Context: an optimization exercise on an open-source flow, tuned for small area, a short achievable clock period and few clock cycles. The choices shown serve that exercise and are no tape-out recipe.
RTL that was checked went through simulation tests only; none was proved equivalent to the original.
Function not checked in runs 1 to 3: the RTL went through the layout flow alone.

===== flow/flow/run.sh =====
#!/bin/bash
# The standard layout (standard.sh: the standard flow's synthesis and ORFS flow), except
# that the port buffers are plain buf_1 cells instead of the default choice.
# Every input and output port still gets its own buffer.
set -euo pipefail
bash standard.sh "BUFFER_PORTS_ARGS=-buffer_cell sky130_fd_sc_hd__buf_1" finish > standard_flow.log 2>&1

===== flow/constraint.sdc =====
create_clock -name core_clock -period 150.0 [get_ports {clk}]
set_input_delay 30.0000 -clock core_clock [delete_from_list [all_inputs] [get_ports {clk}]]
set_output_delay 30.0000 -clock core_clock [all_outputs]
set_load 0.01 [all_outputs]

===== flow/config.mk =====
export PLATFORM = sky130hd
export DESIGN_NAME = TriSolve4x4
export DESIGN_NICKNAME = TriSolve4x4
export VERILOG_FILES = /design/flow/design.v
export SDC_FILE = /design/flow/constraint.sdc
export NUM_CORES = 8
export LEC_CHECK = 0
export ABC_AREA = 1
export CAP_MARGIN = 20
export CORE_AREA = 3 3 447 447
export CTS_BUF_LIST = sky130_fd_sc_hd__clkbuf_8 sky130_fd_sc_hd__clkbuf_4
export DIE_AREA = 0 0 450 450
export SLEW_MARGIN = 20

===== flow/standard.sh =====
#!/bin/bash
# synth_recipe.tcl (not shown) runs the flow's synth.tcl, then flattens the netlist and writes it again
# the make line also repeats each setting of config.mk as NAME=value (left out here)
make -C /OpenROAD-flow-scripts/flow DESIGN_CONFIG=/design/flow/config.mk WORK_HOME=/design/flow/orfs CLKGATE_MAP_FILE= SYNTH_SCRIPT=/design/flow/synth_recipe.tcl "${@:-finish}"

===== flow/design.v =====
`timescale 1ns/1ps
module ForwardSub4x4(
    input              clk,
    input              rst,
    input              start,
    input      [511:0] L_in,  
    input      [127:0] b_in,
    output reg         done,
    output reg [127:0] y_out
);
  reg signed [31:0] L [0:15];
  reg signed [31:0] b [0:3];
  reg signed [31:0] y [0:3];
  reg [1:0] i;
  integer j;
  localparam IDLE  = 3'd0,
             LOAD  = 3'd1,
             CALC  = 3'd2,
             DONE  = 3'd3;
  reg [2:0] state;
  reg signed [31:0] sum;
  integer idx;
  always @(posedge clk) begin
    if(rst) begin
      state <= IDLE;
      done  <= 0;
    end else begin
      case(state)
        IDLE: begin
          done <= 0;
          if(start)
            state <= LOAD;
        end
        LOAD: begin
          for(idx=0; idx<16; idx=idx+1) begin
            if(idx/4 >= idx%4)
              L[idx] <= L_in[idx*32 +: 32];
          end
          for(idx=0; idx<4; idx=idx+1) begin
            b[idx] <= b_in[idx*32 +: 32];
          end
          i <= 0;   
          state <= CALC;
        end
        CALC: begin
          sum = b[i];
          for(j=0; j<3; j=j+1) begin
            if(j < i)
              sum = sum - (L[{i, j[1:0]}] * y[j]);
          end
          if(sum == 32'sh80000000 && L[{i, i}] == -32'sd1)
            y[i] <= 32'sh80000000;
          else if(L[{i, i}] != 0)
            y[i] <= sum / L[{i, i}];
          else
            y[i] <= 0;  
          if(i<3) begin
            i <= i+1;
          end else begin
            state <= DONE;
          end
        end
        DONE: begin
          done <= 1;
          for(idx=0; idx<4; idx=idx+1) begin
            y_out[idx*32 +: 32] <= y[idx];
          end
          if(start) begin
            done  <= 0;
            state <= LOAD;
          end
        end
      endcase
    end
  end
endmodule
`timescale 1ns/1ps
module BackwardSub4x4(
    input              clk,
    input              rst,
    input              start,
    input      [511:0] U_in,
    input      [127:0] y_in,
    output reg         done,
    output reg [127:0] x_out
);
  reg signed [31:0] U [0:15];
  reg signed [31:0] y [0:3];
  reg signed [31:0] x [0:3];
  reg [1:0] i;
  integer j;
  localparam IDLE  = 3'd0,
             LOAD  = 3'd1,
             CALC  = 3'd2,
             DONE  = 3'd3;
  reg [2:0] state;
  reg signed [31:0] sum;
  integer idx;
  always @(posedge clk) begin
    if(rst) begin
      state <= IDLE;
      done <= 0;
    end else begin
      case(state)
        IDLE: begin
          done <= 0;
          if(start)
            state <= LOAD;
        end
        LOAD: begin
          for(idx=0; idx<16; idx=idx+1) begin
            if(idx%4 >= idx/4)
              U[idx] <= U_in[idx*32 +: 32];
          end
          for(idx=0; idx<4; idx=idx+1) begin
            y[idx] <= y_in[idx*32 +: 32];
          end
          i <= 3;  
          state <= CALC;
        end
        CALC: begin
          sum = y[i];
          for(j=3; j>0; j=j-1) begin
            if(j > i)
              sum = sum - (U[{i, j[1:0]}] * x[j]);
          end
          if(sum == 32'sh80000000 && U[{i, i}] == -32'sd1)
            x[i] <= 32'sh80000000;
          else if(U[{i, i}] != 0)
            x[i] <= sum / U[{i, i}];
          else
            x[i] <= 0;  
          if(i>0) begin
            i <= i - 1;
          end else begin
            state <= DONE;
          end
        end
        DONE: begin
          done <= 1;
          for(idx=0; idx<4; idx=idx+1) begin
            x_out[idx*32 +: 32] <= x[idx];
          end
          if(start) begin
            done  <= 0;
            state <= LOAD;
          end
        end
      endcase
    end
  end
endmodule
`timescale 1ns/1ps
module TriSolve4x4(
    input              clk,
    input              rst,
    input              start,
    input      [511:0] L_in,
    input      [511:0] U_in,
    input      [127:0] b_in,
    output reg         done,
    output     [127:0] x_out
);
  localparam W = 8;
  reg  [31:0] slot0, slot1, slot2, slot3;
  assign x_out = {slot3, slot2, slot1, slot0};
  reg  [3:0]  sg;        
  reg  [3:0]  ff;        
  reg  [3:0]  ydn;       
  reg  [3:0]  xdn;       
  reg         busy;
  reg         fix;       
  wire [31:0] mw0  = L_in[(4*1+0)*32 +: 32];
  wire [31:0] mw1  = L_in[(4*2+0)*32 +: 32];
  wire [31:0] mw2  = L_in[(4*3+0)*32 +: 32];
  wire [31:0] mw3  = L_in[(4*2+1)*32 +: 32];
  wire [31:0] mw4  = L_in[(4*3+1)*32 +: 32];
  wire [31:0] mw5  = L_in[(4*3+2)*32 +: 32];
  wire [31:0] mw6  = U_in[(4*2+3)*32 +: 32];
  wire [31:0] mw7  = U_in[(4*1+3)*32 +: 32];
  wire [31:0] mw8  = U_in[(4*1+2)*32 +: 32];
  wire [31:0] mw9  = U_in[(4*0+3)*32 +: 32];
  wire [31:0] mw10 = U_in[(4*0+2)*32 +: 32];
  wire [31:0] mw11 = U_in[(4*0+1)*32 +: 32];
  wire [31:0] dw0 = L_in[(4*0+0)*32 +: 32];
  wire [31:0] dw1 = L_in[(4*1+1)*32 +: 32];
  wire [31:0] dw2 = L_in[(4*2+2)*32 +: 32];
  wire [31:0] dw3 = L_in[(4*3+3)*32 +: 32];
  wire [31:0] dw4 = U_in[(4*3+3)*32 +: 32];
  wire [31:0] dw5 = U_in[(4*2+2)*32 +: 32];
  wire [31:0] dw6 = U_in[(4*1+1)*32 +: 32];
  wire [31:0] dw7 = U_in[(4*0+0)*32 +: 32];
  reg  [3:0]  mp;        
  reg  [3:0]  dp;        
  wire [3:0]  mpn = mp + 4'd1;
  wire [3:0]  dpn = dp + 4'd1;
  wire [11:0] mnx = busy ? (12'd1 << mpn) : 12'd1;
  wire [7:0]  dnx = busy ? (8'd1 << dpn[2:0]) : 8'd1;
  wire [31:0] opbn = ({32{mnx[0]}} & mw0) | ({32{mnx[1]}} & mw1) | ({32{mnx[2]}} & mw2)
                   | ({32{mnx[3]}} & mw3) | ({32{mnx[4]}} & mw4) | ({32{mnx[5]}} & mw5)
                   | ({32{mnx[6]}} & mw6) | ({32{mnx[7]}} & mw7) | ({32{mnx[8]}} & mw8)
                   | ({32{mnx[9]}} & mw9) | ({32{mnx[10]}} & mw10) | ({32{mnx[11]}} & mw11);
  wire [31:0] drn  = ({32{dnx[0]}} & dw0) | ({32{dnx[1]}} & dw1) | ({32{dnx[2]}} & dw2)
                   | ({32{dnx[3]}} & dw3) | ({32{dnx[4]}} & dw4) | ({32{dnx[5]}} & dw5)
                   | ({32{dnx[6]}} & dw6) | ({32{dnx[7]}} & dw7);
  reg  [1:0]  ch;        
  reg  [31:0] opb;       
  wire [1:0] mi = (mp == 4'd0) ? 2'd1 : (mp == 4'd1 || mp == 4'd3 || mp == 4'd6) ? 2'd2 :
                  (mp == 4'd2 || mp == 4'd4 || mp == 4'd5) ? 2'd3 :
                  (mp == 4'd7 || mp == 4'd8) ? 2'd1 : 2'd0;
  wire [1:0] mj = (mp <= 4'd2) ? 2'd0 : (mp == 4'd3 || mp == 4'd4 || mp == 4'd11) ? 2'd1 :
                  (mp == 4'd5 || mp == 4'd8 || mp == 4'd10) ? 2'd2 : 2'd3;
  wire       mbwd = (mp >= 4'd6);
  wire       mdone = (mp == 4'd12);
  wire [3:0] rowdone_f = {mp > 4'd5, mp > 4'd3, mp > 4'd0, 1'b1};
  wire [3:0] yrdy = ydn | (ff & rowdone_f);
  wire       srcrdy = mbwd ? xdn[mj] : yrdy[mj];
  function [31:0] sel4;
    input [1:0] k;
    input [31:0] a0, a1, a2, a3;
    sel4 = k[1] ? (k[0] ? a3 : a2) : (k[0] ? a1 : a0);
  endfunction
  reg  [31:0] dr;        
  reg         dbusy;
  reg  [W-1:0] rr;       
  reg  [31:0] nq;        
  reg  [5:0]  sc;        
  reg         qsg;       
  reg         dwide;     
  wire [1:0]  drow = dp[2] ? ~dp[1:0] : dp[1:0];
  wire        dfwd = ~dp[2];
  wire        wstep = dbusy & dwide;
  wire        dleft  = busy & ~fix & ~dp[3] & ~dbusy;
  wire        d_one  = (dr == 32'd1);
  wire        d_mone = (dr == 32'hffffffff);
  wire        d_zero = (dr == 32'd0);
  wire        prefold = dleft & dfwd & (d_one | d_mone);
  wire [3:0]  lastmac = (dp[2:0] == 3'd1) ? 4'd0 : (dp[2:0] == 3'd2) ? 4'd3 :
                        (dp[2:0] == 3'd3 || dp[2:0] == 3'd4) ? 4'd5 :
                        (dp[2:0] == 3'd5) ? 4'd6 : (dp[2:0] == 3'd6) ? 4'd8 : 4'd11;
  wire        row_ok  = (dp[2:0] == 3'd0) | (mp > lastmac);
  wire        alone   = dleft & ~prefold & row_ok;    
  wire [1:0]  fixrow = sg[0] ? 2'd0 : sg[1] ? 2'd1 : sg[2] ? 2'd2 : 2'd3;
  wire [1:0]  ridx = fix ? fixrow : (alone | wstep) ? drow : mi;
  wire [31:0] sa = sel4(ridx, slot0, slot1, slot2, slot3);
  wire [31:0] sb = sel4(mj, slot0, slot1, slot2, slot3);
  wire [31:0] sd = sa;
  wire        fits = (&opb[31:11]) | ~(|opb[31:11]);
  reg  [11:0] dg;
  reg  [31:0] mc;
  always @* begin
    if (wstep) begin
      dg = 12'd1;
      mc = dr;
    end else if (fits) begin
      dg = opb[11:0];
      mc = sb;
    end else if (ch == 2'd0) begin
      dg = {1'b0, opb[10:0]};
      mc = sb;
    end else if (ch == 2'd1) begin
      dg = {1'b0, opb[21:11]};
      mc = {sb[20:0], 11'd0};
    end else begin
      dg = {{2{opb[31]}}, opb[31:22]};
      mc = {sb[9:0], 22'd0};
    end
  end
  wire        flip = wstep ? dr[31] : (sg[mj] ^ (mbwd & sg[mi]));
  wire [31:0] wx   = {sd[30:0], nq[31]};
  wire [31:0] acc  = wstep ? wx : sa;
  wire [12:0] dge = {dg, 1'b0};
  reg  [31:0] row0, row1, row2, row3, row4, row5;
  reg  [31:0] negs;
  reg  [31:0] sel;
  reg         one, two, neg;
  reg  [2:0]  bt;
  integer k, b;
  always @* begin
    negs = 32'd0;
    row0 = 0; row1 = 0; row2 = 0; row3 = 0; row4 = 0; row5 = 0;
    for (k = 0; k < 6; k = k + 1) begin
      bt  = dge[2*k +: 3];
      one = bt[1] ^ bt[0];
      two = (bt == 3'b011) | (bt == 3'b100);
      neg = (one | two) & (bt[2] ^ ~flip);
      for (b = 0; b < 32; b = b + 1)
        sel[b] = (one & mc[b]) | (two & (b > 0 ? mc[b-1] : 1'b0));
      sel = (sel ^ {32{neg}}) << (2*k);
      negs[2*k] = neg;
      case (k)
        0: row0 = sel;
        1: row1 = sel;
        2: row2 = sel;
        3: row3 = sel;
        4: row4 = sel;
        default: row5 = sel;
      endcase
    end
  end
  wire [31:0] s1 = acc ^ row0 ^ row1;
  wire [31:0] c1 = ((acc & row0) | (acc & row1) | (row0 & row1)) << 1;
  wire [31:0] s2 = row2 ^ row3 ^ row4;
  wire [31:0] c2 = ((row2 & row3) | (row2 & row4) | (row3 & row4)) << 1;
  wire [31:0] s3 = s1 ^ c1 ^ s2;
  wire [31:0] c3 = ((s1 & c1) | (s1 & s2) | (c1 & s2)) << 1;
  wire [31:0] s4 = c2 ^ row5 ^ negs;
  wire [31:0] c4 = ((c2 & row5) | (c2 & negs) | (row5 & negs)) << 1;
  wire [31:0] s5 = s3 ^ c3 ^ s4;
  wire [31:0] c5 = ((s3 & c3) | (s3 & s4) | (c3 & s4)) << 1;
  wire [31:0] s6 = s5 ^ c5 ^ c4;
  wire [31:0] c6 = ((s5 & c5) | (s5 & c4) | (c5 & c4)) << 1;
  reg  [31:0] macres;
  reg         rc;
  integer m;
  always @* begin
    rc = 1'b0;
    for (m = 0; m < 32; m = m + 1) begin
      macres[m] = s6[m] ^ c6[m] ^ rc;
      rc = (s6[m] & c6[m]) | (rc & (s6[m] ^ c6[m]));
    end
  end
  wire        mlast = fits | (ch == 2'd2);
  wire        mfire = busy & ~fix & ~mdone & srcrdy & ~wstep & ~alone;
  wire        mfin = mfire & mlast;
  wire        merge   = dleft & ~prefold & mfin & (mp == lastmac) & (dp[2:0] != 3'd0);
  wire        setup   = alone | merge;
  wire [31:0] nv  = merge ? macres : sd;
  wire        nsg = sg[drow];
  wire [31:0] nneg = ngo;
  wire [31:0] nabs = nv[31] ? nneg : nv;
  wire        nsign = nsg ? nneg[31] : nv[31];
  wire        dnar = dr[31] ? ((&dr[31:W]) & (|dr[W-1:0])) : ~(|dr[31:W]);
  wire [W-1:0] d8 = dr[31] ? -dr[W-1:0] : dr[W-1:0];
  wire [W+1:0] d8x3 = {2'b0, d8} + {1'b0, d8, 1'b0};
  wire [W-1:0] dsm = {1'b0, d8[W-1:1] | {1'b0, d8[W-1:2]} | {2'b0, d8[W-1:3]} | {3'b0, d8[W-1:4]}
                     | {4'b0, d8[W-1:5]} | {5'b0, d8[W-1:6]} | {6'b0, d8[W-1:7]}};
  wire       grp2 = ~dnar | (|nabs[31:16+W]) | (|(nabs[16 +: W] & ~dsm));
  wire       s_res = d_one | d_mone;                   
  wire       s_zero = d_zero;                          
  wire       s_div = setup & ~s_res & ~s_zero;
  wire [31:0] ngi = (dbusy | fix) ? dwin : nv;
  wire [31:0] ngo = -ngi;
  reg  [W-1:0] sr;
  reg  [31:0]  sn;
  reg  [W+1:0] sx;
  reg  [W+2:0] t1, t2, t3;
  integer s;
  always @* begin
    sr = rr;
    sn = nq;
    for (s = 0; s < 8; s = s + 1) begin
      sx = {sr, sn[31:30]};
      t1 = {1'b0, sx} - {3'b0, d8};
      t2 = {1'b0, sx} - {2'b0, d8, 1'b0};
      t3 = {1'b0, sx} - {1'b0, d8x3};
      if (!t3[W+2])      begin sr = t3[W-1:0]; sn = {sn[29:0], 2'd3}; end
      else if (!t2[W+2]) begin sr = t2[W-1:0]; sn = {sn[29:0], 2'd2}; end
      else if (!t1[W+2]) begin sr = t1[W-1:0]; sn = {sn[29:0], 2'd1}; end
      else               begin sr = sx[W-1:0]; sn = {sn[29:0], 2'd0}; end
    end
  end
  wire        wq = ~macres[31];                        
  wire [31:0] qn = dwide ? {nq[30:0], wq} : sn;
  wire        dfin = dbusy & (sc == 6'd1);
  wire [31:0] dwin = fix ? sa : qn;
  wire        dwneg = fix | qsg;
  wire [31:0] dwv = dwneg ? ngo : dwin;
  wire        szw = setup & ((s_zero & ~s_res) | (s_div & ~dnar));
  wire        dwr = dfin | fix | szw;
  wire [1:0]  dwrow = fix ? fixrow : drow;
  wire [31:0] dwdata = szw ? 32'd0 : dwv;
  wire [31:0] wrem = wq ? macres : wx;
  wire        dadv = prefold | dfin | (setup & (s_res | s_zero));
  reg [3:0] sg_n;
  always @* begin
    sg_n = sg;
    if (prefold) sg_n[drow] = d_mone;
    if (setup & s_res) sg_n[drow] = nsg ^ d_mone;
    if ((setup & s_zero & ~s_res) | dfin) sg_n[drow] = 1'b0;
    if (fix) sg_n[fixrow] = 1'b0;
  end
  wire all_end = (dadv & (dp == 4'd7)) | fix;
  always @(posedge clk) begin
    if (rst) begin
      busy <= 1'b0;
      done <= 1'b0;
    end else if (!busy) begin
      if (start) begin
        busy <= 1'b1;
        done <= 1'b0;
      end
    end else if (all_end && sg_n == 4'd0) begin
      busy <= 1'b0;
      done <= 1'b1;
    end
  end
  wire        mwr = mfire | wstep;
  wire [1:0]  mwrow = wstep ? drow : mi;
  wire [31:0] mwdata = wstep ? wrem : macres;
  wire [3:0]  dsel = {4{dwr}} & (4'b0001 << dwrow);
  wire [3:0]  msel = {4{mwr}} & (4'b0001 << mwrow) & ~dsel;
  always @(posedge clk) begin
    if (!busy) begin
      if (start) begin
        slot0 <= b_in[31:0];
        slot1 <= b_in[63:32];
        slot2 <= b_in[95:64];
        slot3 <= b_in[127:96];
      end
    end else begin
      if (dsel[0]) slot0 <= dwdata; else if (msel[0]) slot0 <= mwdata;
      if (dsel[1]) slot1 <= dwdata; else if (msel[1]) slot1 <= mwdata;
      if (dsel[2]) slot2 <= dwdata; else if (msel[2]) slot2 <= mwdata;
      if (dsel[3]) slot3 <= dwdata; else if (msel[3]) slot3 <= mwdata;
    end
  end
  always @(posedge clk) begin
    if (!busy) begin
      opb <= opbn;
      dr  <= drn;
      if (start) begin
        mp    <= 4'd0;
        ch    <= 2'd0;
        dp    <= 4'd0;
        sg    <= {3'b0, dw0 == 32'hffffffff};
        ff    <= {3'b0, (dw0[31:1] == 31'd0 && dw0[0]) || (dw0 == 32'hffffffff)};
        ydn   <= 4'd0;
        xdn   <= 4'd0;
        dbusy <= 1'b0;
        fix   <= 1'b0;
      end
    end else begin
      sg <= sg_n;
      if (all_end && sg_n != 4'd0) fix <= 1'b1;
      if (mfire) begin
        if (mlast) begin
          mp  <= mpn;
          ch  <= 2'd0;
          opb <= opbn;
        end else
          ch <= ch + 2'd1;
      end
      if (prefold)
        ff[drow] <= 1'b1;
      if (setup && (s_res || s_zero)) begin
        if (!dfwd) xdn[drow] <= 1'b1;
        else       ydn[drow] <= 1'b1;
      end
      if (s_div) begin
        dbusy <= 1'b1;
        qsg   <= nsign ^ dr[31];
        dwide <= ~dnar;
        rr    <= grp2 ? {W{1'b0}} : nabs[16 +: W];
        nq    <= grp2 ? nabs : {nabs[15:0], 16'd0};
        sc    <= ~dnar ? 6'd32 : (grp2 ? 6'd2 : 6'd1);
      end
      if (dbusy) begin
        nq <= qn;
        rr <= sr;
        sc <= sc - 6'd1;
        if (dfin) begin
          dbusy <= 1'b0;
          if (!dfwd) xdn[drow] <= 1'b1;
          else       ydn[drow] <= 1'b1;
        end
      end
      if (dadv) begin
        dp  <= dpn;
        dr  <= drn;
      end
    end
  end
endmodule

==> impl_metrics.ini, run 1 <==
[outcome]
status = timing/DRC/antenna clean

[worst_setup_path]
max_stage_delay_ns = 0.49
cp-start-kind = register
slowest_stage = buf_1
path_cells = buf_1
cp_max_fo = 3
arrival_ns = 1.63
worstSetupPathType = register to primary output
crit_family = buffers and inverters
endpoint_kind = primary output
path_buf_inv = 1
required_ns = 120.00

[finish]
area_growth_pct = 17.72
finalNetCount = 8434
fin_cells = 9515
fillers = 22020
final_cell_mix = nand2_1, buf_1, inv_1
layout_commonest_cell = nand2_1
utilization = 0.2584
drive_gt1_frac = 0.08271

[timing]
rsz0062_at_grt = false
setup_viol = 0
setup_tns_ns = 0
slew_headroom = 0.1453
max_freq_mhz = 31.61
fin_skew_ns = 0.05814
finalHoldViolations = 0
worst_slew_pin_slew_ns = 1.282
whs_ns = 0.5386
min_period_ns = 31.63
period_share = 0.2109
drv_slew = 0

[placement]
gp_congestion = 1.077
portBuffers = 899
hpwl_um = 229900
placed_cells = 9402

[logic_synthesis]
syn_nets = 7673
synth_area_um2 = 42890
synth.avg_cell_area_um2 = 7.067
synthArstFlopShare = 0
synth-main-ff-cell = edfxtp_1
synth_largest_area_cell = edfxtp_1
synth_cell_type_count = 89
synth-seq-cells = 270
seq_area_frac_synth = 0.1886
synthCells = 6069
synth-edff-count = 268
yosys_warnings = 1
yosys-top-cells-area = edfxtp_1, nand2_1, fa_1, ha_1, inv_1
synth_top_area_frac = 0.1876

[grt]
antenna_found_initial = 58
overflow = 0
grt_pass1_wl_um = 374100
track_usage = 0.2597
grt_pass1_vias = 47270
grt_max_degree = 97

[clock_network]
cts_sinks = 270
numCtsBuffers = 49
cts_buffer_depth = 3
h-tree-depth = 2
worstSkewPairLatency_ns = 0.73
cts_setup_buffers = 0
cts_tree = done
cts_resized = 0
clk_pin_slew_ns = 0.06
hold_buffers = 0
cts_root_buffer = clkbuf_8

[route]
wl_per_cell_um = 28.98
first_iter_violations = 5697
drtPass1Iterations = 6
antenna_left = 0
drc = 0
vias_per_cell = 5.236
routed-via-count = 49820
wirelength_um = 275800

[floorplanning]
top_level_ports = 1284
die_h_um = 450
core_area_um2 = 195400
rows = 162
die_x_um = 450
start_util = 0.2195
dieArea_um2 = 202500

[flow_run]
cap_violations = 0

[worst_hold_path]
hold_class = register to register
## cell usage after synthesis, types with 84 or more instances
cell,count
a21oi_1,412
clkbuf_1,258
edfxtp_1,268
fa_1,179
ha_1,270
inv_1,790
nand2_1,1090
nand3_1,358
nand4_1,84
nor2_1,389
o21ai_0,530
o22ai_1,214
xnor2_1,153
xor2_1,155
## final timing paths
| check | from | to | slack, ns | cells after the start |
|---|---|---|---|---|
| worst min register to register | done | done | 0.54 | 2 |
| worst max register to register | dr[0] | nq[14] | 123.56 | 141 |
| worst max-delay path | slot2[16] | x_out[80] | 118.37 | 1 |
| worst min-delay path | done | done | 0.54 | 2 |
## per-stage QoR
step           cell area (µm²)  setup WS [ns]
2_1_floorplan            42890         117.88
4_1_cts                  50410         118.36
5_1_grt                  50460         118.30
6_report                 50490         118.37
3_3_place_gp             49410         117.68
3_5_place_dp             49410         117.70
## cells by family (layout without fill, tap and decap cells)
logic type / count (synthesis) / in the layout / share of synthesized area
AOI/OAI and AO/OA: 1665 / 1665 / 0.2369
buffers and inverters: 1167 / 1965 / 0.1103
muxes: 7 / 7 / 0.001634
adders and majority gates: 449 / 449 / 0.1623
and+or+nand+nor: 2202 / 2202 / 0.2370
other: 0 / 24 / 0
xor gates and xnor gates: 309 / 309 / 0.06328
DFF: 270 / 270 / 0.1886
## cell type report
class,instances,area (µm²),area share
antenna,24,60.06,0.001190
clock buffer,57,734.5,0.01455
clock inverter,31,264.0,0.005229
inverter,828,3169,0.06277
multi-input combinational,4632,30390,0.6019
sequential,270,8088,0.1602
tap,2624,3283,0.06503
timing repair buffer,1049,4501,0.08914
## flip-flops by register name, indices dropped and copies added, names as in the netlist, 4 cells and up
signal and count:
dp 4, dr 32, ff 4, mp 4, nq 32, opb 32
rr 8, sc 6, sg 4, slot0 32, slot1 32, slot2 32
slot3 32, xdn 4, ydn 4
## metal layers
metal | up-vias | part of all wire | global-route usage
met3 | 510 | 0.088 | 0.04865
met4 | 18 | 0.059 | 0.1291
met5 | - | 0.00045 | 0
met1 | 23970 | 0.39 | 0.3219
li1 | 22310 | - | -
met2 | 3015 | 0.46 | 0.4304
==> run 2: changes to the inputs <==
--- a/flow/design.v
+++ b/flow/design.v
@@ -213,7 +213,8 @@
   wire       mbwd = (mp >= 4'd6);
   wire       mdone = (mp == 4'd12);
   wire [3:0] rowdone_f = {mp > 4'd5, mp > 4'd3, mp > 4'd0, 1'b1};
-  wire [3:0] yrdy = ydn | (ff & rowdone_f);
+  wire       fold0 = prefold & (dp[2:0] == 3'd0);
+  wire [3:0] yrdy = ydn | (ff & rowdone_f) | {3'b0, fold0};
   wire       srcrdy = mbwd ? xdn[mj] : yrdy[mj];
   function [31:0] sel4;
     input [1:0] k;
@@ -266,7 +267,8 @@
       mc = {sb[9:0], 22'd0};
     end
   end
-  wire        flip = wstep ? dr[31] : (sg[mj] ^ (mbwd & sg[mi]));
+  wire [3:0]  sgx = sg | {3'b0, fold0 & d_mone};
+  wire        flip = wstep ? dr[31] : (sgx[mj] ^ (mbwd & sg[mi]));
   wire [31:0] wx   = {sd[30:0], nq[31]};
   wire [31:0] acc  = wstep ? wx : sa;
   wire [12:0] dge = {dg, 1'b0};
@@ -400,19 +402,24 @@
   wire [31:0] mwdata = wstep ? wrem : macres;
   wire [3:0]  dsel = {4{dwr}} & (4'b0001 << dwrow);
   wire [3:0]  msel = {4{mwr}} & (4'b0001 << mwrow) & ~dsel;
+  reg first;
   always @(posedge clk) begin
+    first <= ~busy & start;
     if (!busy) begin
       if (start) begin
         slot0 <= b_in[31:0];
         slot1 <= b_in[63:32];
-        slot2 <= b_in[95:64];
-        slot3 <= b_in[127:96];
       end
     end else begin
       if (dsel[0]) slot0 <= dwdata; else if (msel[0]) slot0 <= mwdata;
       if (dsel[1]) slot1 <= dwdata; else if (msel[1]) slot1 <= mwdata;
-      if (dsel[2]) slot2 <= dwdata; else if (msel[2]) slot2 <= mwdata;
-      if (dsel[3]) slot3 <= dwdata; else if (msel[3]) slot3 <= mwdata;
+      if (first) begin
+        slot2 <= b_in[95:64];
+        slot3 <= b_in[127:96];
+      end else begin
+        if (dsel[2]) slot2 <= dwdata; else if (msel[2]) slot2 <= mwdata;
+        if (dsel[3]) slot3 <= dwdata; else if (msel[3]) slot3 <= mwdata;
+      end
     end
   end
   always @(posedge clk) begin
@@ -423,8 +430,8 @@
         mp    <= 4'd0;
         ch    <= 2'd0;
         dp    <= 4'd0;
-        sg    <= {3'b0, dw0 == 32'hffffffff};
-        ff    <= {3'b0, (dw0[31:1] == 31'd0 && dw0[0]) || (dw0 == 32'hffffffff)};
+        sg    <= 4'd0;
+        ff    <= 4'd0;
         ydn   <= 4'd0;
         xdn   <= 4'd0;
         dbusy <= 1'b0;
==> run 2 against run 1 <==
  * Via count increased by 3.4%
  * Design area grew 0.45%
  * Synthesized cell count is 2.7% higher
  * Routed wire length grew 6.5%
  * Fmax fell by 3.4%
  * Synthesized area is 0.42% lower
  * Critical endpoint is now opb[23]
  * Flip-flop and latch count up 1
  * Sequential share of layout area barely moved
  * Utilization rose by 0.12 points
  * Highest routed layer unchanged
  * Largest cell class unchanged
==> impl_metrics.ini, run 2 <==
[timing]
period_share = 0.2184
fin_skew_ns = 0.02564
finalHoldViolations = 0
max_freq_mhz = 30.53
rsz0062_at_grt = false
drv_slew = 0
worst_slew_pin_slew_ns = 1.272
setup_viol = 0
slew_headroom = 0.1499
min_period_ns = 32.76
setup_tns_ns = 0

[outcome]
status = timing/DRC/antenna clean

[logic_synthesis]
synth.area.mux_share = 0.001435
synthArstFlopShare = 0
synth.top_cells.by_count = nand2_1, inv_1, nand3_1, a21oi_1, nor2_1
synth-seq-cells = 271
synth-main-ff-cell = edfxtp_1
synth_cell_type_count = 77
syn_nets = 7835
yosys-top-cells-area = edfxtp_1, nand2_1, fa_1, ha_1, inv_1
synth-xor-area-share = 0.06091
yosys.area_share.simple = 0.2677
synth_top_family_by_area = simple AND/OR/NAND/NOR gates
synth_area_um2 = 42710
seq_area_frac_synth = 0.1898
synth_largest_area_cell = edfxtp_1
yosys_warnings = 1
synth-edff-count = 268
synthAdderAreaFrac = 0.1621
synthCells = 6234
post-synth-top-count-cell = nand2_1
synth_top_area_frac = 0.1884
synth.avg_cell_area_um2 = 6.851
synth_compound_area_frac = 0.2094

[route]
drtPass1Iterations = 8
first_iter_violations = 6299
antenna_left = 0
wirelength_um = 293700
wl_per_cell_um = 30.21
routed-via-count = 51490
drc = 0
vias_per_cell = 5.296

[worst_setup_path]
path_buf_inv = 1
crit_top_cell = nand3_1
worstSetupPathType = input port to register
cp-start-kind = input port
cp-startpoint = L_in[279]
rrSetupSlack_ns = 123.55
r2r_cells = 142
endpoint = opb[23]
timing.rr.end = rr[6]
cp_max_fo = 1
path_depth = 7
crit_family = compound AO/OA/AOI/OAI gates
endpoint_kind = register
path_cells = buf_1 -> nand3_1 -> o21ai_0 -> a2111oi_2 -> o221ai_1 -> a2111oi_1 -> nand3_1
max_stage_delay_ns = 1.13
required_ns = 150.33
slowest_stage = a2111oi_1
arrival_ns = 33.09
r2r_start = dr[31]

[grt]
overflow = 0
grt_pass1_wl_um = 392200
antenna_found_initial = 89
track_usage = 0.2756
grt_pass1_vias = 47770
grt_max_degree = 87

[placement]
gp_congestion = 1.064
portBuffers = 899
hpwl_um = 243700

[finish]
area_growth_pct = 18.74
fillers = 21960
final_cell_mix = nand2_1, buf_1, inv_1
layout_commonest_cell = nand2_1
finalNetCount = 8617
drive_gt1_frac = 0.07358
utilization = 0.2595

[floorplanning]
top_level_ports = 1284
die_h_um = 450
dieArea_um2 = 202500
start_util = 0.2186
die_x_um = 450
core_area_um2 = 195400
rows = 162

[clock_network]
cts_setup_buffers = 0
h-tree-depth = 2
cts_sinks = 271
cts_buffer_depth = 3
worstSkewPairLatency_ns = 0.69
clk_pin_slew_ns = 0.06
cts_root_buffer = clkbuf_8
cts_resized = 0
numCtsBuffers = 53
hold_buffers = 0
cts_tree = done

[worst_hold_path]
hold_class = register to register

[flow_run]
cap_violations = 0
==> run 2: cell count changes in the layout (fill, tap and decap cells not counted), sizes merged, moves of 25 or more <==
| cell | before | now |
|---|---|---|
| nand3 | 387 | 499 |
| nand2 | 1213 | 1517 |
| nor2 | 422 | 378 |
| a221oi | 52 | 19 |
| inv | 818 | 849 |
| o22ai | 215 | 186 |
| a211oi | 3 | 28 |
| a21oi | 420 | 384 |
| o21ai | 582 | 388 |
==> run 2: kinds of logic (layout without fill, tap and decap cells) <==
group	after synthesis	in the layout
XOR/XNOR	297	297
flip-flops	271	271
buffers and inverters	1192	2012
other	0	44
AO/OA/AOI/OAI	1434	1434
multiplexers	6	6
adder cells (fa/ha/maj)	446	446
AND/OR/NAND/NOR	2588	2588
==> run 2: worst min-delay path by stage <==
stage | from | to | slack [ns] | cells after the start
4_1_cts | done | done | 0.48 | 2
5_1_grt | done | done | 0.52 | 2
3_3_place_gp | done | done | 0.46 | 2
6_report | done | done | 0.48 | 2
2_1_floorplan | done | done | 0.48 | 2
3_5_place_dp | done | done | 0.46 | 2
==> run 2: through the flow <==
stage | area (µm²) | instances | setup WS (ns) | hold WS, ns
global route | 50640 | 9694 | 117.42 | 0.5234
floorplan | 42710 | 6234 | 117.90 | 0.4820
global placement | 49470 | 9582 | 116.56 | 0.4590
CTS | 50570 | 9675 | 117.33 | 0.4791
finish | 50710 | 9722 | 117.24 | 0.4761
detailed placement | 49480 | 9582 | 116.62 | 0.4628
==> run 2: final cells by class <==
type,count,area [µm²],share of cell area
diodes,44,110.1,0.002171
clock buffers,65,825.8,0.01628
clock inverters,28,260.3,0.005132
inverters,859,3239,0.06387
multi-input cells,4771,30300,0.5975
flip-flops and latches,271,8110,0.1599
well taps,2624,3283,0.06474
repair buffers,1060,4583,0.09037
==> run 2: per-layer routing <==
metal,routed length (µm),GRT usage,up-vias
li1,-,-,22750
met1,117900,0.3505,24790
met2,123800,0.4114,3278
met3,30560,0.07767,636
met4,21120,0.1683,38
met5,279,0,-
==> run 2: worst reg2reg max path, delay by kind of cell, from the launching register on <==
family | cells | cell delay [ns]
xor gates and xnor gates | 1 | 0.13
buffers and inverters | 19 | 2.74
and+or+nand+nor | 67 | 8.70
adders and majority gates | 10 | 3.64
AOI/OAI and AO/OA | 45 | 10.19
DFF | 1 | 0.95
==> run 3: changes to the inputs <==
--- a/flow/design.v
+++ b/flow/design.v
@@ -194,8 +194,8 @@
   reg  [3:0]  dp;        
   wire [3:0]  mpn = mp + 4'd1;
   wire [3:0]  dpn = dp + 4'd1;
-  wire [11:0] mnx = busy ? (12'd1 << mpn) : 12'd1;
-  wire [7:0]  dnx = busy ? (8'd1 << dpn[2:0]) : 8'd1;
+  reg  [11:0] mnx;
+  reg  [7:0]  dnx;
   wire [31:0] opbn = ({32{mnx[0]}} & mw0) | ({32{mnx[1]}} & mw1) | ({32{mnx[2]}} & mw2)
                    | ({32{mnx[3]}} & mw3) | ({32{mnx[4]}} & mw4) | ({32{mnx[5]}} & mw5)
                    | ({32{mnx[6]}} & mw6) | ({32{mnx[7]}} & mw7) | ({32{mnx[8]}} & mw8)
@@ -427,6 +427,10 @@
       opb <= opbn;
       dr  <= drn;
       if (start) begin
+        mnx <= 12'd2;
+        dnx <= 8'd2;
+      end
+      if (start) begin
         mp    <= 4'd0;
         ch    <= 2'd0;
         dp    <= 4'd0;
@@ -445,6 +449,7 @@
           mp  <= mpn;
           ch  <= 2'd0;
           opb <= opbn;
+          mnx <= {mnx[10:0], 1'b0};
         end else
           ch <= ch + 2'd1;
       end
@@ -475,7 +480,16 @@
       if (dadv) begin
         dp  <= dpn;
         dr  <= drn;
+        dnx <= {dnx[6:0], 1'b0};
+      end
+      if (all_end && sg_n == 4'd0) begin
+        mnx <= 12'd1;
+        dnx <= 8'd1;
       end
     end
+    if (rst) begin
+      mnx <= 12'd1;
+      dnx <= 8'd1;
+    end
   end
 endmodule
==> run 3 against run 2 <==
  * Register-to-register slack gained 1.1 ns
  * Setup slack gained 0.27 ns
  * Sequential share of layout area grew 1.3 points
  * Routed wire length shrank 3.0%
  * Design area shrank 2.8%
  * Synthesized area shrank 2.6%
  * Fmax grew 0.82%
  * Highest routed layer unchanged
==> impl_metrics.ini, run 3 <==
[clock_network]
numCtsBuffers = 54
cts_resized = 0
h-tree-depth = 2
cts_setup_buffers = 0
worstSkewPairLatency_ns = 0.71
cts_tree = done
cts_buffer_depth = 3
cts_sinks = 291
cts_root_buffer = clkbuf_8
clk_pin_slew_ns = 0.06
hold_buffers = 0

[worst_setup_path]
required_ns = 150.24
cp-start-kind = input port
rrSetupSlack_ns = 124.66
timing.rr.end = nq[10]
cp_max_fo = 1
r2r_start = dr[0]
worstSetupPathType = input port to register
endpoint_kind = register
r2r_cells = 131
arrival_ns = 32.73

[worst_hold_path]
holdPathEnd = dnx[7]
hold_path_startpoint = dnx[7]
worstHoldPathCells = 2
hold_class = register to register

[logic_synthesis]
synth.avg_cell_area_um2 = 6.995
synth-edff-count = 268
synth-seq-cells = 291
synth_area_um2 = 41610
synth_cell_type_count = 73
synth-main-ff-cell = edfxtp_1
synthArstFlopShare = 0
yosys_warnings = 1
synth.top_cells.by_count = nand2_1, inv_1, o21ai_0, nor2_1, nand3_1
yosys-top-cells-area = edfxtp_1, nand2_1, fa_1, ha_1, o21ai_0
synth_largest_area_cell = edfxtp_1
synth_top_area_frac = 0.1934
seq_area_frac_synth = 0.2045
syn_nets = 7546
synthCells = 5949
post-synth-top-count-cell = nand2_1

[floorplanning]
die_x_um = 450
core_area_um2 = 195400
top_level_ports = 1284
start_util = 0.2130
die_h_um = 450
rows = 162
dieArea_um2 = 202500

[grt]
grt_pass1_wl_um = 382900
grt_pass1_vias = 45980
overflow = 0
antenna_found_initial = 88
track_usage = 0.2690
grt_max_degree = 74

[timing]
slew_headroom = 0.1723
worst_slew_pin_slew_ns = 1.229
worst_slack_ns = 117.51
rsz0062_at_grt = false
setup_tns_ns = 0
finalHoldViolations = 0
min_period_ns = 32.49
period_share = 0.2166
setup_viol = 0
max_freq_mhz = 30.78
drv_slew = 0
fin_skew_ns = 0.04446

[route]
antenna_left = 0
first_iter_violations = 5686
drc = 0
routed-via-count = 49120
wirelength_um = 284800
wl_per_cell_um = 30.31
drtPass1Iterations = 7
vias_per_cell = 5.227

[flow_run]
cap_violations = 0

[placement]
hpwl_um = 240300
gp_congestion = 1.060
pre_cts_ws_ns = 117.01
portBuffers = 899

[finish]
area_growth_pct = 18.46
layout_commonest_cell = nand2_1
drive_gt1_frac = 0.06527
finalNetCount = 8297
final_cell_mix = nand2_1, buf_1, inv_1

[outcome]
status = timing/DRC/antenna clean
==> run 3: changes by cell type after synthesis, sizes merged, moves of 22 or more <==
cell,change
o21ai,+96
nand2,-45
nor2,+37
inv,-228
a32oi,-26
a211oi,-22
a311oi,-22
a31oi,-29
a221oi,+95
nand3,-119
a22o,+64
==> run 3: metrics by stage <==
step | cell area, µm² | util | cells | hold WS, ns
after floorplan | 41610 | - | 5949 | 0.4064
after global placement | 48130 | 0.2463 | 9267 | 0.4583
after detailed placement | 48140 | 0.2464 | 9268 | 0.4655
after CTS | 49210 | 0.2518 | 9365 | 0.4757
after global routing | 49250 | 0.2520 | 9380 | 0.5193
final | 49290 | 0.2523 | 9398 | 0.4710
==> run 3: final cells by class <==
cell class / instances / area, µm²
well taps: 2624 / 3283
fillers: 22160 / 146100
clock buffers: 67 / 840.8
multi-input cells: 4683 / 29540
diodes: 33 / 82.58
inverters: 633 / 2380
repair buffers: 1037 / 4410
clock inverters: 30 / 226.5
flip-flops and latches: 291 / 8526
==> run 3: worst max path at each step <==
stage | startpoint | end | slack (ns) | cells after the start
after floorplan | start | slot0[0] | 117.90 | 2
after global placement | L_in[386] | opb[2] | 117.00 | 6
after detailed placement | L_in[386] | opb[2] | 117.01 | 6
after CTS | L_in[386] | opb[2] | 117.75 | 6
after global routing | L_in[386] | opb[2] | 117.76 | 6
final | L_in[386] | opb[2] | 117.51 | 6
==> run 3: routing by layer <==
layer / up-vias / track usage / wire length, µm
met5: - / 0 / 174
met4: 26 / 0.1294 / 16930
met3: 463 / 0.04524 / 23400
met2: 2935 / 0.4440 / 131200
met1: 23730 / 0.3397 / 113200
li1: 21970 / - / -
==> run 3: worst max-delay path, stage by stage <==
cell and delay, ns:
buf_1 0.07, a22o_1 0.22, a221oi_1 0.71, nand4_1 0.16, a221oi_1 0.96, nand4_1 0.60
==> run 3: logic make-up (layout without fill, tap and decap cells) <==
| family | after synthesis | count (layout) | synth area share |
|---|---|---|---|
| buffers and inverters | 975 | 1767 | 0.09084 |
| AND/OR/NAND/NOR | 2435 | 2435 | 0.2496 |
| other | 0 | 33 | 0 |
| AO/OA/AOI/OAI | 1508 | 1508 | 0.2266 |
| multiplexers | 8 | 8 | 0.001955 |
| XOR/XNOR | 290 | 290 | 0.06140 |
| adder cells (fa/ha/maj) | 442 | 442 | 0.1652 |
| flip-flops | 291 | 291 | 0.2045 |
==> run 4: changes to the inputs <==
--- a/flow/design.v
+++ b/flow/design.v
@@ -165,9 +165,6 @@
   reg  [31:0] slot0, slot1, slot2, slot3;
   assign x_out = {slot3, slot2, slot1, slot0};
   reg  [3:0]  sg;        
-  reg  [3:0]  ff;        
-  reg  [3:0]  ydn;       
-  reg  [3:0]  xdn;       
   reg         busy;
   reg         fix;       
   wire [31:0] mw0  = L_in[(4*1+0)*32 +: 32];
@@ -214,7 +211,9 @@
   wire       mdone = (mp == 4'd12);
   wire [3:0] rowdone_f = {mp > 4'd5, mp > 4'd3, mp > 4'd0, 1'b1};
   wire       fold0 = prefold & (dp[2:0] == 3'd0);
-  wire [3:0] yrdy = ydn | (ff & rowdone_f) | {3'b0, fold0};
+  wire [3:0] ddone = {dp > 4'd3, dp > 4'd2, dp > 4'd1, dp > 4'd0};
+  wire [3:0] yrdy = (ddone & rowdone_f) | {3'b0, fold0};
+  wire [3:0] xdn  = {dp > 4'd4, dp > 4'd5, dp > 4'd6, dp > 4'd7};
   wire       srcrdy = mbwd ? xdn[mj] : yrdy[mj];
   function [31:0] sel4;
     input [1:0] k;
@@ -435,9 +434,6 @@
         ch    <= 2'd0;
         dp    <= 4'd0;
         sg    <= 4'd0;
-        ff    <= 4'd0;
-        ydn   <= 4'd0;
-        xdn   <= 4'd0;
         dbusy <= 1'b0;
         fix   <= 1'b0;
       end
@@ -453,12 +449,6 @@
         end else
           ch <= ch + 2'd1;
       end
-      if (prefold)
-        ff[drow] <= 1'b1;
-      if (setup && (s_res || s_zero)) begin
-        if (!dfwd) xdn[drow] <= 1'b1;
-        else       ydn[drow] <= 1'b1;
-      end
       if (s_div) begin
         dbusy <= 1'b1;
         qsg   <= nsign ^ dr[31];
@@ -471,11 +461,8 @@
         nq <= qn;
         rr <= sr;
         sc <= sc - 6'd1;
-        if (dfin) begin
+        if (dfin)
           dbusy <= 1'b0;
-          if (!dfwd) xdn[drow] <= 1'b1;
-          else       ydn[drow] <= 1'b1;
-        end
       end
       if (dadv) begin
         dp  <= dpn;
--- a/flow/config.mk
+++ b/flow/config.mk
@@ -10,4 +10,5 @@
 export CORE_AREA = 3 3 447 447
 export CTS_BUF_LIST = sky130_fd_sc_hd__clkbuf_8 sky130_fd_sc_hd__clkbuf_4
 export DIE_AREA = 0 0 450 450
+export PLACE_DENSITY = 0.85
 export SLEW_MARGIN = 20
==> run 4 against run 3 <==
  * Routed wire length shrank 10%
  * Sequential share of layout area shrank 0.70 points
  * Critical path depth grew 1
  * Global-route usage shrank 3.0 points
  * Critical endpoint is now opb[15]
  * Largest cell class unchanged
  * Highest routed layer unchanged
==> impl_metrics.ini, run 4 <==
[flow_run]
cap_violations = 0

[logic_synthesis]
syn_nets = 7608
synth_area_um2 = 41620
seq_area_frac_synth = 0.1958
yosys_warnings = 1
synth-edff-count = 256
synth_largest_area_cell = edfxtp_1
synth-main-ff-cell = edfxtp_1
yosys-top-cells-area = edfxtp_1, nand2_1, fa_1, ha_1, inv_1
synth.top_cells.by_count = nand2_1, inv_1, nand3_1, o21ai_0, a21oi_1
synth.avg_cell_area_um2 = 6.926
synth_top_area_frac = 0.1847
synthCells = 6010
post-synth-top-count-cell = nand2_1
synth_cell_type_count = 75
synth-seq-cells = 279
synthArstFlopShare = 0

[worst_hold_path]
worstHoldPathCells = 2
hold_class = register to register

[finish]
drive_gt1_frac = 0.06904
finalNetCount = 8357
final_cell_mix = nand2_1, buf_1, inv_1
layout_commonest_cell = nand2_1
area_growth_pct = 18.15
design_area_um2 = 49180

[worst_setup_path]
rrSetupSlack_ns = 125.22
arrival_ns = 32.36
cp_max_fo = 1
worstSetupPathType = input port to register
cp-start-kind = input port
required_ns = 150.28
endpoint_kind = register
r2r_cells = 127

[timing]
finalHoldViolations = 0
period_share = 0.2139
max_freq_mhz = 31.17
fin_skew_ns = 0.08202
setup_tns_ns = 0
min_period_ns = 32.08
worst_slew_pin_slew_ns = 1.227
drv_slew = 0
slew_headroom = 0.1821
whs_ns = 0.4741
worst_slack_ns = 117.92
setup_viol = 0
rsz0062_at_grt = false

[placement]
portBuffers = 899
hpwl_um = 213400
pre_cts_ws_ns = 117.29
gp_congestion = 1.082
place_area_um2 = 48030

[clock_network]
numCtsBuffers = 50
cts_buffer_depth = 3
h-tree-depth = 2
worstSkewPairLatency_ns = 0.75
cts_root_buffer = clkbuf_8
cts_setup_buffers = 0
cts_resized = 0
cts_tree = done
hold_buffers = 0
clk_pin_slew_ns = 0.06
cts_sinks = 279

[route]
drtPass1Iterations = 9
vias_per_cell = 5.223
wl_met1_um = 90650
met2_length_um = 110800
dr.max_layer_used = met5
wirelength_um = 255400
wl_per_cell_um = 27.03
wl_met3_um = 32790
drc = 0
first_iter_violations = 7222
antenna_left = 0
routed-via-count = 49340

[floorplanning]
rows = 162
top_level_ports = 1284
core_area_um2 = 195400
die_h_um = 450
die_x_um = 450
start_util = 0.2130
dieArea_um2 = 202500

[grt]
track_usage = 0.2392
grt_max_degree = 110
grt_pass1_wl_um = 344500
overflow = 0
antenna_found_initial = 74
grt_pass1_vias = 44440

[outcome]
status = timing/DRC/antenna clean
run 4: changes by cell type after synthesis, moves of 13 or more:
cell,previous run,this run
nand2_1,1419,1662
nor2_1,400,266
o21ai_0,448,354
a22o_1,134,93
nand3_1,366,403
xor2_1,142,161
xnor2_1,146,128
nand2_4,7,24
nand4_1,73,87
nand2_2,46,59
nand3_2,11,24
run 4: kinds of logic after synthesis:
kind of cell             synth area share
flip-flops                         0.1958
multiplexers                     0.001443
AO/OA/AOI/OAI                      0.2026
buffers and inverters             0.09244
AND/OR/NAND/NOR                    0.2811
adder cells (fa/ha/maj)            0.1655
XOR/XNOR                          0.06120
run 4: worst paths after layout:
| check | start | end |
|---|---|---|
| min | dnx[7] | dnx[7] |
| max reg2reg | dr[0] | nq[27] |
| max | L_in[143] | opb[15] |
| min reg2reg | dnx[7] | dnx[7] |
run 4: critical path, cell delays in order:
cell and delay (ns):
buf_1 0.15, a22o_1 0.31, a221oi_1 0.74, nand4_1 0.22, a221oi_2 0.26, buf_4 0.27, nand4_1 0.37
run 4: per-layer routing:
layer	track usage	up-vias
li1	-	22010
met1	0.2800	22860
met2	0.3741	3780
met3	0.07850	647
met4	0.1545	40
met5	0.005919	-
run 4: per-stage QoR:
stage,instances,utilization
after floorplan,6010,-
after global placement,9325,0.2456
after detailed placement,9327,0.2458
after CTS,9413,0.2508
after global routing,9432,0.2515
final,9447,0.2517
run 4: layout make-up:
type,instances,area [µm²]
fill,21730,146200
multi-input combinational,4763,29810
sequential,279,8163
timing repair buffer,1036,4479
tap,2624,3283
inverter,629,2381
clock buffer,60,763.2
clock inverter,26,224.0
antenna,30,75.07
Testbench counts of run 4, summed over its fixed seeds: cycles 5,520.
==> run 5: changes to the inputs <==
--- a/flow/config.mk
+++ b/flow/config.mk
@@ -10,5 +10,5 @@
 export CORE_AREA = 3 3 447 447
 export CTS_BUF_LIST = sky130_fd_sc_hd__clkbuf_8 sky130_fd_sc_hd__clkbuf_4
 export DIE_AREA = 0 0 450 450
-export PLACE_DENSITY = 0.85
+export PLACE_DENSITY = 0.95
 export SLEW_MARGIN = 20
==> run 5 against run 4 <==
  * Register-to-register slack worse by 0.86 ns
  * Synthesized cell count stayed put
  * Still clean on timing, DRC and antenna
  * Clock skew is 0.026 ns higher
  * Cell count is 0.26% higher
  * Synthesized area stayed put
  * Setup slack worse by 0.44 ns
  * Largest cell class unchanged
  * Fmax is 1.3% lower
  * Worst hold slack better by 0.014 ns
==> impl_metrics.ini, run 5 <==
[clock_network]
cts_setup_buffers = 0
cts_buffer_depth = 3
worstSkewPairLatency_ns = 0.79
cts_tree = done
cts_root_buffer = clkbuf_8
cts_resized = 0
hold_buffers = 0
clk_pin_slew_ns = 0.07
h-tree-depth = 2
cts_sinks = 279
numCtsBuffers = 53

[grt]
overflow = 0
grt_max_degree = 108
antenna_found_initial = 82
grt_pass1_vias = 45540
grt_pass1_wl_um = 350200
track_usage = 0.2431

[route]
first_iter_violations = 7825
drc = 0
wirelength_um = 260500
routed-via-count = 50480
antenna_left = 0
drtPass1Iterations = 12
wl_per_cell_um = 27.51
vias_per_cell = 5.329

[outcome]
status = timing/DRC/antenna clean

[logic_synthesis]
yosys_warnings = 1
synth-seq-cells = 279
yosys.area_share.simple = 0.2811
synth_largest_area_cell = edfxtp_1
synth_top_family_by_area = simple AND/OR/NAND/NOR gates
post-synth-top-count-cell = nand2_1
synth.area.mux_share = 0.001443
synth.top_cells.by_count = nand2_1, inv_1, nand3_1, o21ai_0, a21oi_1
synth-edff-count = 256
syn_nets = 7608
synth_cell_type_count = 75
synthArstFlopShare = 0
synth_area_um2 = 41620
synthAdderAreaFrac = 0.1655
seq_area_frac_synth = 0.1958
synth-xor-area-share = 0.06120
synthCells = 6010
synth-main-ff-cell = edfxtp_1
synth_top_area_frac = 0.1847
yosys-top-cells-area = edfxtp_1, nand2_1, fa_1, ha_1, inv_1
synth.avg_cell_area_um2 = 6.926
synth_compound_area_frac = 0.2026

[timing]
min_period_ns = 32.52
finalHoldViolations = 0
period_share = 0.2168
rsz0062_at_grt = false
worst_slack_ns = 117.48
setup_viol = 0
fin_skew_ns = 0.1084
slew_headroom = 0.1151
drv_slew = 0
worst_slew_pin_slew_ns = 1.314
setup_tns_ns = 0
max_freq_mhz = 30.75

[finish]
final_cell_mix = nand2_1, buf_1, inv_1
utilization = 0.2529
layout_commonest_cell = nand2_1
drive_gt1_frac = 0.07160
finalNetCount = 8358
area_growth_pct = 18.72

[worst_setup_path]
cp_max_fo = 1
path_cells = buf_1 -> a22o_1 -> a221oi_1 -> nand4_1 -> a221oi_1 -> nand4_1
arrival_ns = 32.81
endpoint_kind = register
crit_family = compound AO/OA/AOI/OAI gates
cp-start-kind = input port
cp-startpoint = L_in[279]
slowest_stage = nand4_1
required_ns = 150.29
max_stage_delay_ns = 0.76
worstSetupPathType = input port to register
path_buf_inv = 1
r2r_start = dr[0]

[flow_run]
cap_violations = 0

[placement]
gp_congestion = 1.103
portBuffers = 899
pre_cts_ws_ns = 116.64
hpwl_um = 214700

[floorplanning]
rows = 162
dieArea_um2 = 202500
die_h_um = 450
die_x_um = 450
start_util = 0.2130
core_area_um2 = 195400
top_level_ports = 1284

[worst_hold_path]
hold_class = register to register
hold_path_startpoint = dnx[5]
-- run 5: cell types whose count changed in the layout (fill, tap and decap cells not counted), sizes merged --
cell,change
buf,-1
bufinv,+3
clkbuf,-1
clkinv,-2
clkinvlp,+5
diode,+16
inv,+5
-- run 5: cell families (layout without fill, tap and decap cells) --
kind of cell               after synthesis  after routing
and+or+nand+nor                       2667           2667
AOI/OAI and AO/OA                     1357           1357
buffers and inverters                  968           1760
adders and majority gates              443            443
xor gates and xnor gates               290            290
DFF                                    279            279
muxes                                    6              6
other                                    0             46
-- run 5: worst paths after layout --
path | depth (start not counted) | end | slack [ns]
setup / recovery | 6 | opb[23] | 117.48
hold / removal | 2 | dnx[5] | 0.49
setup reg to reg | 121 | nq[8] | 124.36
hold reg to reg | 2 | dnx[5] | 0.49
-- run 5: routing by layer --
metal / vias up / global-route usage / wire, µm
met3: 870 / 0.08593 / 34770
li1: 22050 / - / -
met2: 4143 / 0.3741 / 111200
met1: 23380 / 0.2790 / 90340
met4: 34 / 0.1757 / 24020
met5: - / 0.0002367 / 248
-- run 5: layout make-up --
cell class,instances,area (µm²)
sequential,279,8167
multi-input combinational,4763,29820
clock inverter,37,399.1
clock buffer,60,782.0
tap,2624,3283
antenna,46,115.1
inverter,629,2381
timing repair buffer,1034,4466
fill,21610,146000
-- run 5: worst min-delay path: cells and delay by family, from the launching register on --
| family | cells | cell delay [ns] |
|---|---|---|
| DFF | 1 | 0.32 |
| and+or+nand+nor | 1 | 0.06 |
| AOI/OAI and AO/OA | 1 | 0.06 |
-- run 5: stage by stage --
stage	area, µm²	hold slack (ns)	instances
6_report	49410	0.4880	9472
4_1_cts	49170	0.4865	9422
3_5_place_dp	47990	0.4767	9325
5_1_grt	49350	0.5032	9448
2_1_floorplan	41620	0.4064	6010
3_3_place_gp	47990	0.4728	9324
==> run 6: changes to the inputs <==
--- a/flow/config.mk
+++ b/flow/config.mk
@@ -10,5 +10,4 @@
 export CORE_AREA = 3 3 447 447
 export CTS_BUF_LIST = sky130_fd_sc_hd__clkbuf_8 sky130_fd_sc_hd__clkbuf_4
 export DIE_AREA = 0 0 450 450
-export PLACE_DENSITY = 0.95
 export SLEW_MARGIN = 20
==> run 6 against run 5 <==
  * Critical path type unchanged
  * Design area is 0.10% lower
  * Setup slack got worse by 0.041 ns
  * Count of clock-buffer cells in the layout grew 7
  * Worst hold slack better by 0.0016 ns
  * Still clean
  * First-iteration DRC count down 27%
  * Clock skew rose by 0.014 ns
==> impl_metrics.ini, run 6 <==
[outcome]
status = timing/DRC/antenna clean

[route]
wirelength_um = 284600
first_iter_violations = 5691
vias_per_cell = 5.206
drc = 0
wl_per_cell_um = 30.10
antenna_left = 0
routed-via-count = 49240
drtPass1Iterations = 7

[logic_synthesis]
seq_area_frac_synth = 0.1958
post-synth-top-count-cell = nand2_1
synth-main-ff-cell = edfxtp_1
synthCells = 6010
synth-seq-cells = 279
synthArstFlopShare = 0
yosys-top-cells-area = edfxtp_1, nand2_1, fa_1, ha_1, inv_1
synth_area_um2 = 41620
yosys_warnings = 1
synth-edff-count = 256
synth_cell_type_count = 75
synth_largest_area_cell = edfxtp_1
synth.avg_cell_area_um2 = 6.926
synth_top_area_frac = 0.1847
syn_nets = 7608
synth.top_cells.by_count = nand2_1, inv_1, nand3_1, o21ai_0, a21oi_1

[timing]
setup_tns_ns = 0
period_share = 0.2171
finalHoldViolations = 0
fin_skew_ns = 0.1222
min_period_ns = 32.57
setup_viol = 0
slew_headroom = 0.05097
rsz0062_at_grt = false
worst_slew_pin_slew_ns = 1.424
max_freq_mhz = 30.71
drv_slew = 0

[clock_network]
worstSkewPairLatency_ns = 0.76
cts_sinks = 279
numCtsBuffers = 56
h-tree-depth = 2
cts_resized = 0
clk_pin_slew_ns = 0.06
cts_root_buffer = clkbuf_8
cts_tree = done
hold_buffers = 0
cts_buffer_depth = 3
cts_setup_buffers = 0

[finish]
multi_input_area_um2 = 29830
fin_cells = 9457
area_growth_pct = 18.59
drive_gt1_frac = 0.07247
finalNetCount = 8376
utilization = 0.2526
design_area_um2 = 49360
fillers = 22120
final_cell_mix = nand2_1, buf_1, inv_1
ff_latch_area_um2 = 8164
layout_commonest_cell = nand2_1

[grt]
overflow = 0
antenna_found_initial = 82
grt_pass1_wl_um = 380900
grt_pass1_vias = 46360
track_usage = 0.2681
grt_max_degree = 86

[worst_setup_path]
required_ns = 150.29
endpoint_kind = register
cp-start-kind = input port
worstSetupPathType = input port to register
cp_max_fo = 1
arrival_ns = 32.86

[placement]
place_area_um2 = 48140
gp_congestion = 1.139
placed_cells = 9343
hpwl_um = 240200
portBuffers = 899

[flow_run]
cap_violations = 0

[worst_hold_path]
hold_class = register to register

[floorplanning]
core_area_um2 = 195400
die_h_um = 450
dieArea_um2 = 202500
rows = 162
die_x_um = 450
start_util = 0.2130
top_level_ports = 1284
==> run 6: per-stage QoR <==
stage | hold WS [ns] | setup WS [ns]
4_1_cts | 0.4884 | 117.63
3_5_place_dp | 0.4793 | 116.96
5_1_grt | 0.5206 | 117.46
6_report | 0.4896 | 117.44
2_1_floorplan | 0.4064 | 117.89
3_3_place_gp | 0.4736 | 116.95
==> run 6: cell families after synthesis <==
family,share of synthesized area
AO/OA/AOI/OAI,0.2026
XOR/XNOR,0.06120
adder cells (fa/ha/maj),0.1655
buffers and inverters,0.09244
flip-flops,0.1958
multiplexers,0.001443
AND/OR/NAND/NOR,0.2811
==> run 6: layer usage <==
| layer | global-route usage | wire, µm | up-vias |
|---|---|---|---|
| met2 | 0.4431 | 130400 | 3061 |
| li1 | - | - | 22040 |
| met5 | 0.005445 | 301 | - |
| met3 | 0.04995 | 25400 | 553 |
| met1 | 0.3277 | 109200 | 23560 |
| met4 | 0.1472 | 19370 | 22 |
==> run 6: layout make-up <==
cell class | instances | area share
multi-input combinational | 4763 | 0.6043
tap | 2624 | 0.06651
clock inverter | 30 | 0.006286
clock buffer | 67 | 0.01729
antenna | 16 | 0.0008111
inverter | 629 | 0.04824
sequential | 279 | 0.1654
timing repair buffer | 1049 | 0.09113
==> run 6: worst max-delay path, stage by stage <==
cell and delay (ns):
buf_1 0.08, nand2_1 0.07, nand4_1 0.28, a221oi_1 0.87, nand3_1 0.49, a221oi_1 0.71
nand3_1 0.36
==> run 6: worst paths after layout <==
kind,startpoint,to,slack [ns],depth (start not counted)
worst max-delay path,L_in[314],opb[26],117.44,7
worst min-delay path,dnx[6],dnx[6],0.49,2
worst max register to register,dr[0],nq[28],124.24,124
worst min register to register,dnx[6],dnx[6],0.49,2

-- separate check: timing with driven ports --
The flow's constraints put no driver on any port. The routed layouts listed below were extracted and timed again, unchanged, in two steps. Step 1, drivers: a clkbuf_16 drives clk and a buf_2 each remaining input, both assumed. Step 2 also shifts input and output timing later by t, the mid clock arrival at the registers, as if the neighbouring blocks saw the same clock. Three values: ideal ports, drivers, drivers and shift; two values: the first two.
run | t, ns | setup WS [ns] | latest minus earliest clock arrival (ns)
run 1 | 0.776 | 118.366 / 118.294 / 117.667 | 0.058 / 0.059
run 2 | 0.756 | 117.242 / 117.300 / 116.544 | 0.025 / 0.025
run 3 | 0.766 | 117.509 / 117.532 / 116.767 | 0.045 / 0.045
run 4 | 0.786 | 117.915 / 117.977 / 117.190 | 0.088 / 0.087
run 5 | 0.829 | 117.476 / 117.547 / 116.718 | 0.108 / 0.108
run 6 | 0.766 | 117.435 / 117.474 / 116.708 | 0.122 / 0.122
After both steps setup and hold are still met in every run listed. For run 5, which loses most, drivers alone change the setup slack by +0.071 ns; drivers and shift together by -0.758 ns.
